This is an optimization exercise on Yosys and OpenROAD, whose aim is small area, not a production implementation.
Where RTL was checked, it was by simulation tests only, not by an equivalence proof against the original.
Power and IR drop assume default switching activity.

==> inputs of run a <==
Design UART_FPGA, start of the top module:
module UART_FPGA(
	input clock,
	input reset,
	input baud_sel,
	input TXstart,
	input [7:0] TX_data_in,
	output TXbusy,
	output parity_error,
	output stop_bit_error,
	output [1:0] BAUD_RATE,
	output [6:0] segment_data,
	output [3:0] AN
	);
reg [13:0] lo;
wire lo_z = ~|lo[12:0];
wire lo_fb = lo[13] ^ lo[0] ^ lo[2] ^ lo[4] ^ lo_z;
wire hi_en = lo_z & ~lo[13];
always @(posedge clock or posedge reset)
	if (reset) lo <= 14'd0;
	else lo <= {lo[12:0], lo_fb};
reg [4:0] hi;
always @(posedge clock or posedge reset)
	if (reset) hi <= 5'd0;
	else hi <= hi ^ {&hi[3:0], &hi[2:0], &hi[1:0], hi[0], 1'b1} & {5{hi_en}};
wire tick = lo_z & lo[13] & (hi == 5'd0);
wire [1:0] k = {hi[1] ~^ hi[0], ~hi[0]};	 
localparam [2:0] WAIT_FOR_PRESS = 3'b000, PRESSED_1 = 3'b001, PRESSED_2 = 3'b010,
	PRESSED = 3'b011, WAIT_FOR_RELEASE = 3'b100, RELEASED_1 = 3'b101,
	RELEASED_2 = 3'b110, RELEASED = 3'b111;
reg [2:0] db_state, db_next;
always @(posedge clock or posedge reset)
	if (reset) db_state <= WAIT_FOR_PRESS;
	else db_state <= db_next;
always @(*) begin
	db_next = db_state;
	case (db_state)
		WAIT_FOR_PRESS: if (baud_sel) db_next = PRESSED_1;
		PRESSED_1: if (~baud_sel) db_next = WAIT_FOR_PRESS; else if (tick) db_next = PRESSED_2;
		PRESSED_2: if (~baud_sel) db_next = WAIT_FOR_PRESS; else if (tick) db_next = PRESSED;
		PRESSED: if (~baud_sel) db_next = WAIT_FOR_PRESS; else if (tick) db_next = WAIT_FOR_RELEASE;
		WAIT_FOR_RELEASE: if (~baud_sel) db_next = RELEASED_1;
		RELEASED_1: if (baud_sel) db_next = WAIT_FOR_RELEASE; else if (tick) db_next = RELEASED_2;
		RELEASED_2: if (baud_sel) db_next = WAIT_FOR_RELEASE; else if (tick) db_next = RELEASED;
		RELEASED: if (baud_sel) db_next = WAIT_FOR_RELEASE; else if (tick) db_next = WAIT_FOR_PRESS;
	endcase
end
wire press = (db_next == WAIT_FOR_RELEASE) & (db_state != WAIT_FOR_RELEASE);
reg [1:0] sel;
always @(posedge clock or posedge reset)
	if (reset) sel <= 2'd0;
	else sel <= sel ^ {sel[0] & press, press};
assign BAUD_RATE = sel;
reg [11:0] bc;
reg [11:0] bmod;
always @(*)
	case (sel)
		2'd0: bmod = 12'b001010110100;	 
		2'd1: bmod = 12'b110110010101;	 
		2'd2: bmod = 12'b011001010111;	 
		default: bmod = 12'b010101110100;	 
	endcase
wire btick = (bc == bmod);
  ...
==> module UART_FPGA, before the edit <==
module UART_FPGA(
	input clock,
	input reset,
	input baud_sel,
	input TXstart,
	input [7:0] TX_data_in,
	output TXbusy,
	output parity_error,
	output stop_bit_error,
	output [1:0] BAUD_RATE,
	output [6:0] segment_data,
	output [3:0] AN
	);
reg [13:0] lo;
wire lo_z = ~|lo[12:0];
wire lo_fb = lo[13] ^ lo[0] ^ lo[2] ^ lo[4] ^ lo_z;
wire hi_en = lo_z & ~lo[13];
always @(posedge clock or posedge reset)
	if (reset) lo <= 14'd0;
	else lo <= {lo[12:0], lo_fb};
reg [4:0] hi;
always @(posedge clock or posedge reset)
	if (reset) hi <= 5'd0;
	else hi <= hi ^ {&hi[3:0], &hi[2:0], &hi[1:0], hi[0], 1'b1} & {5{hi_en}};
wire tick = lo_z & lo[13] & (hi == 5'd0);
wire [1:0] k = {hi[1] ~^ hi[0], ~hi[0]};	 
localparam [2:0] WAIT_FOR_PRESS = 3'b000, PRESSED_1 = 3'b001, PRESSED_2 = 3'b010,
	PRESSED = 3'b011, WAIT_FOR_RELEASE = 3'b100, RELEASED_1 = 3'b101,
	RELEASED_2 = 3'b110, RELEASED = 3'b111;
reg [2:0] db_state, db_next;
always @(posedge clock or posedge reset)
	if (reset) db_state <= WAIT_FOR_PRESS;
	else db_state <= db_next;
always @(*) begin
	db_next = db_state;
	case (db_state)
		WAIT_FOR_PRESS: if (baud_sel) db_next = PRESSED_1;
		PRESSED_1: if (~baud_sel) db_next = WAIT_FOR_PRESS; else if (tick) db_next = PRESSED_2;
		PRESSED_2: if (~baud_sel) db_next = WAIT_FOR_PRESS; else if (tick) db_next = PRESSED;
		PRESSED: if (~baud_sel) db_next = WAIT_FOR_PRESS; else if (tick) db_next = WAIT_FOR_RELEASE;
		WAIT_FOR_RELEASE: if (~baud_sel) db_next = RELEASED_1;
		RELEASED_1: if (baud_sel) db_next = WAIT_FOR_RELEASE; else if (tick) db_next = RELEASED_2;
		RELEASED_2: if (baud_sel) db_next = WAIT_FOR_RELEASE; else if (tick) db_next = RELEASED;
		RELEASED: if (baud_sel) db_next = WAIT_FOR_RELEASE; else if (tick) db_next = WAIT_FOR_PRESS;
	endcase
end
wire press = (db_next == WAIT_FOR_RELEASE) & (db_state != WAIT_FOR_RELEASE);
reg [1:0] sel;
always @(posedge clock or posedge reset)
	if (reset) sel <= 2'd0;
	else sel <= sel ^ {sel[0] & press, press};
assign BAUD_RATE = sel;
reg [11:0] bc;
reg [11:0] bmod;
always @(*)
	case (sel)
		2'd0: bmod = 12'b001010110100;	 
		2'd1: bmod = 12'b110110010101;	 
		2'd2: bmod = 12'b011001010111;	 
		default: bmod = 12'b010101110100;	 
	endcase
wire btick = (bc == bmod);
wire bc_fb = bc[11] ^ bc[2] ^ bc[4] ^ bc[5] ^ ~|bc[10:0];
always @(posedge clock or posedge reset)
	if (reset) bc <= 12'd0;
	else if (btick) bc <= 12'd0;
	else bc <= {bc[10:0], bc_fb};
reg [3:0] bcount;
always @(posedge clock or posedge reset)
	if (reset) bcount <= 4'd0;
	else bcount <= bcount ^ {&bcount[2:0], &bcount[1:0], bcount[0], 1'b1} & {4{btick}};
wire next_bit = btick & (bcount == 4'd14);
localparam [3:0] F_IDLE = 4'd0;
localparam [3:0] F_START = 4'd1;
localparam [3:0] F_D1 = 4'd2;
localparam [3:0] F_D2 = 4'd3;
localparam [3:0] F_D3 = 4'd4;
localparam [3:0] F_D4 = 4'd5;
localparam [3:0] F_D5 = 4'd6;
localparam [3:0] F_D6 = 4'd7;
localparam [3:0] F_D7 = 4'd8;
localparam [3:0] F_D8 = 4'd9;
localparam [3:0] F_PAR = 4'd10;
localparam [3:0] F_STOP = 4'd11;
reg [3:0] f;
always @(posedge clock or posedge reset)
	if (reset) f <= F_IDLE;
	else if (next_bit)
		if (f == F_IDLE || f == F_STOP) f <= TXstart ? F_START : F_IDLE;
		else f <= f ^ {&f[2:0], &f[1:0], f[0], 1'b1};
assign TXbusy = (f != F_IDLE);
reg [7:0] txd;
always @(posedge clock or posedge reset)
	if (reset) txd <= 8'd0;
	else if (next_bit && f == F_START) txd <= TX_data_in;
reg [7:0] rxd;
always @(posedge clock or posedge reset)
	if (reset) rxd <= 8'd0;
	else if (f == F_IDLE || f == F_START) rxd <= txd;
assign parity_error = 1'b0;
assign stop_bit_error = 1'b0;
reg valid;	 
always @(posedge clock or posedge reset)
	if (reset) valid <= 1'b0;
	else valid <= 1'b1;
assign AN = {4{valid}} & ~(4'b0001 << k);
function [3:0] add3(input [3:0] d);
	add3 = {d[3] | d[2] & (d[1] | d[0]),
	        d[3] & d[0] | d[2] & ~d[1] & ~d[0],
	        d[1] & (d[0] | ~d[2]) | d[3] & ~d[0],
	        ~d[0] & (d[3] | d[2] & d[1]) | d[0] & ~d[2] & ~d[3]};
endfunction
reg [19:0] sh;
integer i;
always @(*) begin
	sh = {12'd0, rxd};
	for (i = 0; i < 8; i = i + 1) begin
		sh[11:8] = add3(sh[11:8]);
		sh[15:12] = add3(sh[15:12]);
		sh = sh << 1;
	end
end
wire [3:0] hund = sh[19:16], tens = sh[15:12], units = sh[11:8];
reg [3:0] d;
always @(*)
	case (k)
		2'd0: d = 4'd0;
		2'd1: d = hund;
		2'd2: d = tens;
		default: d = units;
	endcase
assign segment_data = {~d[0] & d[2] | d[0] & ~d[1] & ~d[2] & ~d[3],
                       d[2] & (d[0] ^ d[1]),
                       ~d[0] & d[1] & ~d[2],
                       ~d[0] & ~d[1] & d[2] | d[0] & d[1] & d[2] | d[0] & ~d[1] & ~d[2] & ~d[3],
                       d[0] | ~d[1] & d[2],
                       d[0] & d[1] | d[1] & ~d[2] | d[0] & ~d[2] & ~d[3],
                       d[0] & d[1] & d[2] | ~d[1] & ~d[2] & ~d[3]};
endmodule
Settings: LEC_CHECK=0, CAP_MARGIN=20, CORE_MARGIN=2, CORE_UTILIZATION=40, SLEW_MARGIN=20; clock period 10.0 ns.
standard.sh (not shown) runs the stock make flow with config.mk's settings and CLKGATE_MAP_FILE= SYNTH_SCRIPT=/design/flow/synth_recipe.tcl, a recipe that flattens the netlist after the stock synthesis.
==> flow/flow/run.sh <==
#!/bin/bash
# Own layout flow: the standard flow (standard.sh) with
#  - synthesis: flow/my_synth.tcl (several ABC area scripts, the smallest result
#    kept; no adder extraction; same registers, names and cell types as the
#    standard synthesis)
#  - port buffers: buf_1 instead of clkdlybuf4s50_1
#  - CTS: clkbuf_4 clock buffers, no dummy loads
# Each tool's output is in orfs/logs/; make's own output in standard.log.
set -euo pipefail
FD=$(cd "$(dirname "${BASH_SOURCE[0]}")" && pwd)
bash standard.sh \
  SYNTH_SCRIPT=$FD/my_synth.tcl \
  ABC_AREA=1 \
  BUFFER_PORTS_ARGS="-buffer_cell sky130_fd_sc_hd__buf_1" \
  CTS_ARGS="-sink_clustering_enable -repair_clock_nets -buf_list sky130_fd_sc_hd__clkbuf_4 -root_buf sky130_fd_sc_hd__clkbuf_4 -sink_clustering_size 20 -dont_use_dummy_load" \
  finish > standard.log 2>&1
==> flow/flow/abc_b8.script <==
strash
 &get -n
 &deepsyn -T 30
 &put
 dch -f
 &get -n
 &nf -R 1000
 &put
 topo
==> flow/flow/abc_c2.script <==
strash
 &get -n
 &deepsyn -T 30
 &put
 dch -f
 amap
 topo
==> flow/flow/abc_e3.script <==
strash
 &get -n
 &deepsyn -T 30 -S 1
 &put
 dch -f
 amap
 topo
==> flow/flow/abc_e4.script <==
strash
 &get -n
 &deepsyn -T 30 -S 2
 &put
 dch -f
 amap
 topo
==> flow/flow/abc_e5.script <==
strash
 &get -n
 &deepsyn -T 30 -S 3
 &put
 dch -f
 amap
 topo
==> flow/flow/abc_s10.script <==
strash
&get -n
&deepsyn -T 30 -S 10
&put
dch -f
amap
topo
==> flow/flow/abc_s11.script <==
strash
&get -n
&deepsyn -T 30 -S 11
&put
dch -f
amap
topo
==> flow/flow/abc_s4.script <==
strash
&get -n
&deepsyn -T 30 -S 4
&put
dch -f
amap
topo
==> flow/flow/abc_s5.script <==
strash
&get -n
&deepsyn -T 30 -S 5
&put
dch -f
amap
topo
==> flow/flow/abc_s6.script <==
strash
&get -n
&deepsyn -T 30 -S 6
&put
dch -f
amap
topo
==> flow/flow/abc_s7.script <==
strash
&get -n
&deepsyn -T 30 -S 7
&put
dch -f
amap
topo
==> flow/flow/abc_s8.script <==
strash
&get -n
&deepsyn -T 30 -S 8
&put
dch -f
amap
topo
==> flow/flow/abc_s9.script <==
strash
&get -n
&deepsyn -T 30 -S 9
&put
dch -f
amap
topo
==> flow/flow/my_synth.tcl <==
# The standard flow's synthesis script (synth_recipe.tcl) with two changes that touch only
# combinational logic: full/half adders are not extracted (ABC sees the adder
# logic as plain gates), and ABC is run with each script flow/abc_*.script,
# keeping the result with the smallest cell area. Registers, their names and
# cell types are those of the standard synthesis.
set my_flow_dir [file dirname [file normalize [info script]]]
proc synth {args} { yosys synth -nofsm -noshare {*}$args }
proc my_area {} {
  set lib [lindex $::env(LIB_FILES) 0]
  set s [tee -q -s result.string stat -liberty $lib]
  if { [regexp {Chip area for module [^:]*: ([0-9.]+)} $s -> a] } { return $a }
  return 1e30
}
proc abc {args} {
  global my_flow_dir
  set i [lsearch -exact $args -script]
  yosys design -save my_pre_abc
  set best 1e30
  foreach script [lsort [glob $my_flow_dir/abc_*.script]] {
    yosys design -load my_pre_abc
    set a $args
    lset a [expr { $i + 1 }] $script
    yosys abc {*}$a
    yosys opt_clean
    set area [my_area]
    puts "my_synth: [file tail $script]: area $area"
    if { $area < $best } {
      set best $area
      set best_script $script
      yosys design -save my_best_abc
    }
  }
  yosys design -load my_best_abc
  puts "my_synth: using [file tail $best_script] (area $best)"
}
proc extract_fa {args} { puts "extract_fa skipped" }
source $::env(SCRIPTS_DIR)/synth.tcl
# left out here: clear keep_hierarchy, flatten, clean up, hide names made inside functions, write 1_2_yosys.v
==> inputs of run b, as changes to run a <==
--- a/flow/design.v
+++ b/flow/design.v
@@ -13,16 +13,16 @@
 	);
 reg [13:0] lo;
+reg [4:0] hi;
 wire lo_z = ~|lo[12:0];
 wire lo_fb = lo[13] ^ lo[0] ^ lo[2] ^ lo[4] ^ lo_z;
-wire hi_en = lo_z & ~lo[13];
 always @(posedge clock or posedge reset)
-	if (reset) lo <= 14'd0;
-	else lo <= {lo[12:0], lo_fb};
-reg [4:0] hi;
-always @(posedge clock or posedge reset)
-	if (reset) hi <= 5'd0;
-	else hi <= hi ^ {&hi[3:0], &hi[2:0], &hi[1:0], hi[0], 1'b1} & {5{hi_en}};
+	if (reset) begin
+		lo <= 14'd0;
+		hi <= 5'd0;
+	end else begin
+		lo <= {lo[12:0], lo_fb};
+		hi <= hi ^ {&hi[3:0], &hi[2:0], &hi[1:0], hi[0], 1'b1} & {5{lo_z & ~lo[13]}};
+	end
 wire tick = lo_z & lo[13] & (hi == 5'd0);
-wire [1:0] k = {hi[1] ~^ hi[0], ~hi[0]};	 
 localparam [2:0] WAIT_FOR_PRESS = 3'b000, PRESSED_1 = 3'b001, PRESSED_2 = 3'b010,
 	PRESSED = 3'b011, WAIT_FOR_RELEASE = 3'b100, RELEASED_1 = 3'b101,
@@ -71,31 +71,20 @@
 	else bcount <= bcount ^ {&bcount[2:0], &bcount[1:0], bcount[0], 1'b1} & {4{btick}};
 wire next_bit = btick & (bcount == 4'd14);
-localparam [3:0] F_IDLE = 4'd0;
-localparam [3:0] F_START = 4'd1;
-localparam [3:0] F_D1 = 4'd2;
-localparam [3:0] F_D2 = 4'd3;
-localparam [3:0] F_D3 = 4'd4;
-localparam [3:0] F_D4 = 4'd5;
-localparam [3:0] F_D5 = 4'd6;
-localparam [3:0] F_D6 = 4'd7;
-localparam [3:0] F_D7 = 4'd8;
-localparam [3:0] F_D8 = 4'd9;
-localparam [3:0] F_PAR = 4'd10;
-localparam [3:0] F_STOP = 4'd11;
 reg [3:0] f;
 always @(posedge clock or posedge reset)
-	if (reset) f <= F_IDLE;
-	else if (next_bit)
-		if (f == F_IDLE || f == F_STOP) f <= TXstart ? F_START : F_IDLE;
+	if (reset) f <= 4'd0;
+	else if (next_bit) begin
+		if (f == 4'd0 || f == 4'd11) f <= TXstart ? 4'd1 : 4'd0;
 		else f <= f ^ {&f[2:0], &f[1:0], f[0], 1'b1};
-assign TXbusy = (f != F_IDLE);
+	end
+assign TXbusy = (f != 4'd0);
 reg [7:0] txd;
 always @(posedge clock or posedge reset)
 	if (reset) txd <= 8'd0;
-	else if (next_bit && f == F_START) txd <= TX_data_in;
+	else if (next_bit && f == 4'd1) txd <= TX_data_in;
 reg [7:0] rxd;
 always @(posedge clock or posedge reset)
 	if (reset) rxd <= 8'd0;
-	else if (f == F_IDLE || f == F_START) rxd <= txd;
+	else if (f == 4'd0 || f == 4'd1) rxd <= txd;
 assign parity_error = 1'b0;
 assign stop_bit_error = 1'b0;
@@ -104,10 +93,18 @@
 	if (reset) valid <= 1'b0;
 	else valid <= 1'b1;
+wire [1:0] k = {hi[1] ~^ hi[0], ~hi[0]};	 
 assign AN = {4{valid}} & ~(4'b0001 << k);
 function [3:0] add3(input [3:0] d);
-	add3 = {d[3] | d[2] & (d[1] | d[0]),
-	        d[3] & d[0] | d[2] & ~d[1] & ~d[0],
-	        d[1] & (d[0] | ~d[2]) | d[3] & ~d[0],
-	        ~d[0] & (d[3] | d[2] & d[1]) | d[0] & ~d[2] & ~d[3]};
+	case (d)
+		4'd5: add3 = 4'd8;
+		4'd6: add3 = 4'd9;
+		4'd7: add3 = 4'd10;
+		4'd8: add3 = 4'd11;
+		4'd9: add3 = 4'd12;
+		4'd10: add3 = 4'd13;
+		4'd11: add3 = 4'd14;
+		4'd12: add3 = 4'd15;
+		default: add3 = d;
+	endcase
 endfunction
 reg [19:0] sh;
@@ -122,18 +119,27 @@
 end
 wire [3:0] hund = sh[19:16], tens = sh[15:12], units = sh[11:8];
-reg [3:0] d;
+reg [3:0] digit;
 always @(*)
 	case (k)
-		2'd0: d = 4'd0;
-		2'd1: d = hund;
-		2'd2: d = tens;
-		default: d = units;
+		2'd0: digit = 4'd0;
+		2'd1: digit = hund;
+		2'd2: digit = tens;
+		default: digit = units;
 	endcase
-assign segment_data = {~d[0] & d[2] | d[0] & ~d[1] & ~d[2] & ~d[3],
-                       d[2] & (d[0] ^ d[1]),
-                       ~d[0] & d[1] & ~d[2],
-                       ~d[0] & ~d[1] & d[2] | d[0] & d[1] & d[2] | d[0] & ~d[1] & ~d[2] & ~d[3],
-                       d[0] | ~d[1] & d[2],
-                       d[0] & d[1] | d[1] & ~d[2] | d[0] & ~d[2] & ~d[3],
-                       d[0] & d[1] & d[2] | ~d[1] & ~d[2] & ~d[3]};
+reg [6:0] seg;
+always @(*)
+	case (digit)
+		4'd0: seg = 7'b0000001;
+		4'd1: seg = 7'b1001111;
+		4'd2: seg = 7'b0010010;
+		4'd3: seg = 7'b0000110;
+		4'd4: seg = 7'b1001100;
+		4'd5: seg = 7'b0100100;
+		4'd6: seg = 7'b1100000;
+		4'd7: seg = 7'b0001111;
+		4'd8: seg = 7'b0000000;
+		4'd9: seg = 7'b0000100;
+		default: seg = 7'b0110000;
+	endcase
+assign segment_data = seg;
 endmodule
==> flow/flow/run.sh (replaced) <==
#!/bin/bash
set -e
cp standard.sh standard.sh.copy
bash standard.sh > standard.log 2>&1
removed: flow/flow/abc_b8.script
removed: flow/flow/abc_c2.script
removed: flow/flow/abc_e3.script
removed: flow/flow/abc_e4.script
removed: flow/flow/abc_e5.script
removed: flow/flow/abc_s10.script
removed: flow/flow/abc_s11.script
removed: flow/flow/abc_s4.script
removed: flow/flow/abc_s5.script
removed: flow/flow/abc_s6.script
removed: flow/flow/abc_s7.script
removed: flow/flow/abc_s8.script
removed: flow/flow/abc_s9.script
removed: flow/flow/my_synth.tcl
==> inputs of run c, as changes to run a <==
--- a/flow/design.v
+++ b/flow/design.v
@@ -19,31 +19,38 @@
 	if (reset) lo <= 14'd0;
 	else lo <= {lo[12:0], lo_fb};
-reg [4:0] hi;
+reg [1:0] hg;
+reg [2:0] hb;
+wire hb_en = hi_en & hg[1] & ~hg[0];
 always @(posedge clock or posedge reset)
-	if (reset) hi <= 5'd0;
-	else hi <= hi ^ {&hi[3:0], &hi[2:0], &hi[1:0], hi[0], 1'b1} & {5{hi_en}};
-wire tick = lo_z & lo[13] & (hi == 5'd0);
-wire [1:0] k = {hi[1] ~^ hi[0], ~hi[0]};	 
-localparam [2:0] WAIT_FOR_PRESS = 3'b000, PRESSED_1 = 3'b001, PRESSED_2 = 3'b010,
-	PRESSED = 3'b011, WAIT_FOR_RELEASE = 3'b100, RELEASED_1 = 3'b101,
-	RELEASED_2 = 3'b110, RELEASED = 3'b111;
-reg [2:0] db_state, db_next;
+	if (reset) begin
+		hg <= 2'b00;
+		hb <= 3'd0;
+	end else begin
+		if (hi_en) hg <= {hg[0], ~hg[1]};
+		hb <= hb ^ {&hb[1:0], hb[0], 1'b1} & {3{hb_en}};
+	end
+wire tick = lo_z & lo[13] & (hg == 2'b00) & (hb == 3'd0);
+reg [1:0] k;
+always @(*)
+	case (hg)
+		2'b00: k = 2'd3;
+		2'b01: k = 2'd0;
+		2'b11: k = 2'd1;
+		default: k = 2'd2;
+	endcase
+reg db_side;
+reg [1:0] db_cnt;
+wire held = baud_sel ^ db_side;
+wire db_step = held & (tick | db_cnt == 2'd0);
 always @(posedge clock or posedge reset)
-	if (reset) db_state <= WAIT_FOR_PRESS;
-	else db_state <= db_next;
-always @(*) begin
-	db_next = db_state;
-	case (db_state)
-		WAIT_FOR_PRESS: if (baud_sel) db_next = PRESSED_1;
-		PRESSED_1: if (~baud_sel) db_next = WAIT_FOR_PRESS; else if (tick) db_next = PRESSED_2;
-		PRESSED_2: if (~baud_sel) db_next = WAIT_FOR_PRESS; else if (tick) db_next = PRESSED;
-		PRESSED: if (~baud_sel) db_next = WAIT_FOR_PRESS; else if (tick) db_next = WAIT_FOR_RELEASE;
-		WAIT_FOR_RELEASE: if (~baud_sel) db_next = RELEASED_1;
-		RELEASED_1: if (baud_sel) db_next = WAIT_FOR_RELEASE; else if (tick) db_next = RELEASED_2;
-		RELEASED_2: if (baud_sel) db_next = WAIT_FOR_RELEASE; else if (tick) db_next = RELEASED;
-		RELEASED: if (baud_sel) db_next = WAIT_FOR_RELEASE; else if (tick) db_next = WAIT_FOR_PRESS;
-	endcase
-end
-wire press = (db_next == WAIT_FOR_RELEASE) & (db_state != WAIT_FOR_RELEASE);
+	if (reset) begin
+		db_side <= 1'b0;
+		db_cnt <= 2'd0;
+	end else begin
+		if (~held) db_cnt <= 2'd0;
+		else if (db_step) db_cnt <= {db_cnt[1] ^ db_cnt[0], ~db_cnt[0]};
+		if (held & tick & (db_cnt == 2'd3)) db_side <= ~db_side;
+	end
+wire press = ~db_side & held & tick & (db_cnt == 2'd3) | db_side & ~held & (db_cnt != 2'd0);
 reg [1:0] sel;
 always @(posedge clock or posedge reset)
@@ -66,9 +73,9 @@
 	else if (btick) bc <= 12'd0;
 	else bc <= {bc[10:0], bc_fb};
-reg [3:0] bcount;
+reg [3:0] bq;
 always @(posedge clock or posedge reset)
-	if (reset) bcount <= 4'd0;
-	else bcount <= bcount ^ {&bcount[2:0], &bcount[1:0], bcount[0], 1'b1} & {4{btick}};
-wire next_bit = btick & (bcount == 4'd14);
+	if (reset) bq <= 4'd1;
+	else bq <= bq ^ {&bq[2:0], &bq[1:0], bq[0], 1'b1} & {4{btick}};
+wire next_bit = btick & (&bq);
 localparam [3:0] F_IDLE = 4'd0;
 localparam [3:0] F_START = 4'd1;
@@ -103,5 +110,5 @@
 always @(posedge clock or posedge reset)
 	if (reset) valid <= 1'b0;
-	else valid <= 1'b1;
+	else valid <= ~reset;
 assign AN = {4{valid}} & ~(4'b0001 << k);
 function [3:0] add3(input [3:0] d);
--- a/flow/config.mk
+++ b/flow/config.mk
@@ -8,4 +8,5 @@
 export CAP_MARGIN = 20
 export CORE_MARGIN = 2
-export CORE_UTILIZATION = 40
+export CORE_UTILIZATION = 60
+export PLACE_DENSITY = 0.75
 export SLEW_MARGIN = 20
==> inputs of run d, as changes to run a <==
==> flow/flow/abc_b3.script (new file) <==
strash
 dc2
 dch -f
 amap
 topo
==> flow/flow/abc_d1.script (new file) <==
strash
 dc2
 if -K 6
 mfs2 -W 4 -M 5000
 strash
 &get -n
 &deepsyn -T 30
 &put
 dch -f
 amap
 topo
==> flow/flow/abc_g4.script (new file) <==
strash
 &get -n
 &deepsyn -T 120 -S 5
 &put
 dch -f
 amap
 topo
removed: flow/flow/abc_s10.script
removed: flow/flow/abc_s11.script
removed: flow/flow/abc_s4.script
removed: flow/flow/abc_s5.script
removed: flow/flow/abc_s6.script
removed: flow/flow/abc_s7.script
removed: flow/flow/abc_s8.script
removed: flow/flow/abc_s9.script
==> impl_results.md <==
- Critical-path cell list: clkinv_1 -> nor3_1 -> a21oi_1 -> o21ai_0 -> nor2b_1 -> nor2_1 -> a32oi_1 -> clkinv_1 -> o32ai_1 -> clkinv_1 -> o22ai_1 -> nor2_1 -> a311oi_1 -> nor2_1 -> o32ai_1 -> clkinv_1 -> nor2_1 -> a31oi_1 -> a21oi_1 -> nand2_1 -> o21ai_0 -> buf_1
- Relative slew slack: 50.7%
- Total chip power: 387 uW
- Dpl ws: 3670 ps
- CLK BUF: 9
- Most common cell after layout, fill and taps aside: nor2_1
- Most frequent cells in the layout: nor2_1, dfrtp_1, clkinv_1, a21oi_1, buf_1
- Drt first pass iters: 4
- CP Depth: 22
- Nets: 342
- Chip width: 85.7 um
- Combinational power share: 4.5%
- Starting Density: 41.8%
- Status: complete, no violations
# the run above: run a

==> impl_results.md <==
- Status: complete, no violations
- Chip width: 85.7 um
- CLK BUF: 9
- Drt first pass iters: 4
- Most frequent cells in the layout: nor2_1, dfrtp_1, clkinv_1, a21oi_1, buf_1
- Nets: 342
- Critical-path cell list: clkinv_1 -> nor3_1 -> a21oi_1 -> o21ai_0 -> nor2b_1 -> nor2_1 -> a32oi_1 -> clkinv_1 -> o32ai_1 -> clkinv_1 -> o22ai_1 -> nor2_1 -> a311oi_1 -> nor2_1 -> o32ai_1 -> clkinv_1 -> nor2_1 -> a31oi_1 -> a21oi_1 -> nand2_1 -> o21ai_0 -> buf_1
- Dpl ws: 3670 ps
- CP Depth: 22
- Relative slew slack: 50.7%
- Total chip power: 387 uW
# the run above: run d

==> impl_results.md <==
- Status: complete, no violations
- Drt first pass iters: 5
- CLK BUF: 9
- Chip width: 70.7 um
- Starting Density: 61.8%
- Dpl ws: 3650 ps
- Most common cell after layout, fill and taps aside: nor2_1
- Critical-path cell list: clkinv_1 -> nor2_1 -> nand2_1 -> o21ai_0 -> nand2_1 -> o32a_1 -> a31oi_1 -> nor2_1 -> a21oi_1 -> clkinv_1 -> nor2_1 -> a31oi_1 -> o32ai_1 -> o21ai_0 -> a222oi_1 -> clkinv_1 -> o22ai_1 -> or2_0 -> o21ai_0 -> buf_1
- Combinational power share: 13.8%
- Nets: 335
- Total chip power: 469 uW
- Most frequent cells in the layout: nor2_1, dfrtp_1, clkinv_1, a21oi_1, buf_1
- CP Depth: 20
# the run above: run c

==> impl_results.md <==
- Starting Density: 40.9%
- Status: complete, no violations
- Nets: 416
- Critical-path cell list: nand2_1 -> a22oi_1 -> a31oi_1 -> a2111oi_4 -> nor2_1 -> o21ai_0 -> inv_1 -> ha_1 -> inv_1 -> mux2_1 -> o21ai_2 -> clkdlybuf4s50_1
- Relative slew slack: 39.3%
- Most frequent cells in the layout: dfrtp_1, nor2_1, nand2_1, clkdlybuf4s50_1, o21ai_0
- Drt first pass iters: 4
- CP Depth: 12
- Most common cell after layout, fill and taps aside: dfrtp_1
- Chip width: 98.2 um
- Total chip power: 632 uW
# the run above: run b

The RTL of run a, run c and run d was laid out without a check of its function.

## port drivers added, routing unchanged
In the flow no input, the clock included, has a driving cell. The finished layouts below were timed again as built, in two steps.
Step 1 sets driving cells, clkbuf_16 on the clock port and buf_2 on the other inputs (assumed; they add their load-dependent delay and slew).
Step 2 moves the port delays by t, midway between the first and last clock arrival at a register: inputs arrive t later, outputs are due t later. That takes back most of the time a late clock gives input paths.
Slacks: ideal / step 1 / step 2; pairs: ideal / step 1.
run	t, ns	setup WS [ns]	worst slew at a driven data input, ns	pins driven straight from the clock port
run a	0.405	3.217 / 3.190 / 3.595	0.03	1
run b	0.349	3.972 / 3.944 / 4.293	0.03	1
run c	0.412	3.182 / 3.161 / 3.574	0.04	1
run d	0.405	3.217 / 3.190 / 3.595	0.03	1
After both steps every run listed still meets setup and hold.
